Context: an optimization exercise on an open-source flow, tuned for small area. The choices shown serve that exercise and are no tape-out recipe.
Only simulation tests tie the RTL to the original design; equivalence was not proved.
The flow treats the clock pin as an ideal source. Dropping or thinning the clock tree relies on that and would not hold on a real chip.
Power and IR drop assume default switching activity.

==> flow/design.v (excerpt) <==
module cpu_top(
	input clk,
	input reset,
	input [7:0] instr,
	output [7:0] debug_alu_result,
	output [7:0] debug_PC
);
Settings: LEC_CHECK=0, ABC_AREA=1, CAP_MARGIN=0, CORE_MARGIN=2, CORE_UTILIZATION=40, GPL_TIMING_DRIVEN=0, SLEW_MARGIN=0; clock period 10.0 ns.
standard.sh (not shown) runs the stock make flow with config.mk's settings and CLKGATE_MAP_FILE= SYNTH_SCRIPT=/design/flow/synth_recipe.tcl, a recipe that flattens the netlist after the stock synthesis.
==> flow/flow/run.sh <==
#!/bin/bash
# Own flow: the standard layout (standard.sh) with
#  - synthesis (my_synth.tcl): abc maps the logic with each area-oriented script
#    in abc_scripts.txt and the smallest result is kept; no adder extraction.
#    Registers are mapped before abc, so they are the standard synthesis's.
#  - port buffers: buf_1
#  - clock tree: a two-level inverter tree built by pre_cts.tcl / mycts.tcl
#    instead of TritonCTS
# All tool output goes to make.log in the work folder (ORFS also keeps per-step
# logs under orfs/logs).
set -euo pipefail
W=$(pwd)
F=$W/flow
export FLOW_SYNTH_TCL=$W/synth_recipe.tcl
export MY_ABC_SCRIPTS=$F/abc_scripts.txt
export MY_FLOW_DIR=$F
export MY_CTS_NLEAF=5
export MY_CTS_BUF=sky130_fd_sc_hd__inv_16
export MY_CTS_ROOT=sky130_fd_sc_hd__inv_8
bash standard.sh \
  SYNTH_SCRIPT=$F/my_synth.tcl \
  ADDER_MAP_FILE= \
  "BUFFER_PORTS_ARGS=-buffer_cell sky130_fd_sc_hd__buf_1" \
  PRE_CTS_TCL=$F/pre_cts.tcl \
  finish > $W/make.log 2>&1
==> flow/flow/mycts.tcl <==
proc my_out_iterm {inst} {
  foreach it [$inst getITerms] {
    if {[$it isOutputSignal]} { return $it }
  }
  error "no output on [$inst getName]"
}
# Manual clock tree: the clock port drives NLEAF clock buffers directly; each
# drives one cluster of flip-flops (k-means on flop positions).
proc my_manual_cts {} {
  set nleaf [expr {[info exists ::env(MY_CTS_NLEAF)] ? $::env(MY_CTS_NLEAF) : 4}]
  set bufname [expr {[info exists ::env(MY_CTS_BUF)] ? $::env(MY_CTS_BUF) : "sky130_fd_sc_hd__clkbuf_16"}]
  set db [ord::get_db]
  set block [[$db getChip] getBlock]
  set master [$db findMaster $bufname]
  set clknet [$block findNet clk]
  set sinks {}
  foreach it [$clknet getITerms] {
    set inst [$it getInst]
    set bb [$inst getBBox]
    set x [expr {([$bb xMin] + [$bb xMax]) / 2.0}]
    set y [expr {([$bb yMin] + [$bb yMax]) / 2.0}]
    lappend sinks [list $it $x $y]
  }
  set n [llength $sinks]
  # init centers: sinks sorted by x, quantiles
  set sorted [lsort -real -index 1 $sinks]
  set cx {}; set cy {}
  for {set k 0} {$k < $nleaf} {incr k} {
    set s [lindex $sorted [expr {int(($k + 0.5) * $n / $nleaf)}]]
    lappend cx [lindex $s 1]; lappend cy [lindex $s 2]
  }
  # balanced k-means: each cluster capped at ceil(n/nleaf)
  set cap [expr {int(ceil(double($n) / $nleaf))}]
  for {set iter 0} {$iter < 30} {incr iter} {
    # all (dist, sink, cluster) pairs, greedy assignment with capacity
    set pairs {}
    for {set i 0} {$i < $n} {incr i} {
      set s [lindex $sinks $i]
      for {set k 0} {$k < $nleaf} {incr k} {
        set d [expr {abs([lindex $s 1] - [lindex $cx $k]) + abs([lindex $s 2] - [lindex $cy $k])}]
        lappend pairs [list $d $i $k]
      }
    }
    set pairs [lsort -real -index 0 $pairs]
    array unset asg; array unset cnt
    for {set k 0} {$k < $nleaf} {incr k} { set cnt($k) 0 }
    set done 0
    foreach p $pairs {
      lassign $p d i k
      if {[info exists asg($i)] || $cnt($k) >= $cap} continue
      set asg($i) $k; incr cnt($k); incr done
      if {$done == $n} break
    }
    set ncx {}; set ncy {}
    for {set k 0} {$k < $nleaf} {incr k} { set sx($k) 0.0; set sy($k) 0.0 }
    for {set i 0} {$i < $n} {incr i} {
      set k $asg($i); set s [lindex $sinks $i]
      set sx($k) [expr {$sx($k) + [lindex $s 1]}]; set sy($k) [expr {$sy($k) + [lindex $s 2]}]
    }
    for {set k 0} {$k < $nleaf} {incr k} {
      lappend ncx [expr {$cnt($k) ? $sx($k) / $cnt($k) : [lindex $cx $k]}]
      lappend ncy [expr {$cnt($k) ? $sy($k) / $cnt($k) : [lindex $cy $k]}]
    }
    set cx $ncx; set cy $ncy
  }
  for {set k 0} {$k < $nleaf} {incr k} {
    set inst [odb::dbInst_create $block $master "mycts_buf_$k"]
    set net [odb::dbNet_create $block "mycts_clk_$k"]
    $net setSigType CLOCK
    $inst setLocation [expr {int([lindex $cx $k])}] [expr {int([lindex $cy $k])}]
    $inst setPlacementStatus PLACED
    [$inst findITerm A] connect $clknet
    [my_out_iterm $inst] connect $net
    set members($k) 0
  }
  for {set i 0} {$i < $n} {incr i} {
    set k $asg($i)
    set it [lindex [lindex $sinks $i] 0]
    $it disconnect
    $it connect [$block findNet "mycts_clk_$k"]
    incr members($k)
  }
  $clknet setSigType CLOCK
  if {[info exists ::env(MY_CTS_ROOT)] && $::env(MY_CTS_ROOT) ne ""} {
    # one root buffer between the port and the leaf buffers, at their centroid
    set rmaster [$db findMaster $::env(MY_CTS_ROOT)]
    set rinst [odb::dbInst_create $block $rmaster "mycts_root"]
    set rnet [odb::dbNet_create $block "mycts_clk_root"]
    $rnet setSigType CLOCK
    set rsx 0.0; set rsy 0.0
    for {set k 0} {$k < $nleaf} {incr k} { set rsx [expr {$rsx + [lindex $cx $k]}]; set rsy [expr {$rsy + [lindex $cy $k]}] }
    $rinst setLocation [expr {int($rsx / $nleaf)}] [expr {int($rsy / $nleaf)}]
    $rinst setPlacementStatus PLACED
    for {set k 0} {$k < $nleaf} {incr k} {
      set it [[$block findInst "mycts_buf_$k"] findITerm A]
      $it disconnect
      $it connect $rnet
    }
    [$rinst findITerm A] connect $clknet
    [my_out_iterm $rinst] connect $rnet
  }
  for {set k 0} {$k < $nleaf} {incr k} { puts "mycts: buffer $k ($bufname) drives $members($k) sinks at [lindex $cx $k] [lindex $cy $k]" }
}
Other scripts of this flow, unchanged in this note and not shown: flow/flow/abc_scripts.txt, flow/flow/my_synth.tcl, flow/flow/pre_cts.tcl
Change:
--- a/flow/flow/run.sh
+++ b/flow/flow/run.sh
@@ -17,3 +17,3 @@
 export MY_CTS_NLEAF=5
-export MY_CTS_BUF=sky130_fd_sc_hd__inv_16
+export MY_CTS_BUF=sky130_fd_sc_hd__inv_12
 export MY_CTS_ROOT=sky130_fd_sc_hd__inv_8
=>
- via count hardly moves
- hold slack stays flat
- clock power shrinks by a little under a tenth
- fmax stays flat
- total power shrinks by a few percent
- final cell count does not change
- setup slack got worse by 0.013 ns
No run of this note takes its clock network from TritonCTS; it comes from the design's own scripts or RTL.

separate check: timing with driven ports:
No port has a modelled driver above. Below, the same layouts with a new extraction and two added sets of constraints.
Step 1: set_driving_cell puts a clkbuf_16 on clk and a buf_2 on each other input, an assumption about the parent block.
Step 2 adds t to the input delays and takes it off the output delays; t is the mean of the earliest and latest rising clock arrival at the registers after step 1. Input paths then give back, and output paths get back, about the clock's delay inside the block.
a / b / c = ideal ports / drivers / drivers and shift; a / b = the first two.
run | t (ns) | setup WS [ns] | worst hold slack (ns) | worst slew at a driven data input, ns
the first run | 0.281 | 2.302 / 2.276 / 2.276 | 0.486 / 0.486 / 0.486 | 0.04
the second run | 0.272 | 2.288 / 2.262 / 2.262 | 0.488 / 0.488 / 0.488 | 0.04
After both steps setup and hold are still met in every run listed.
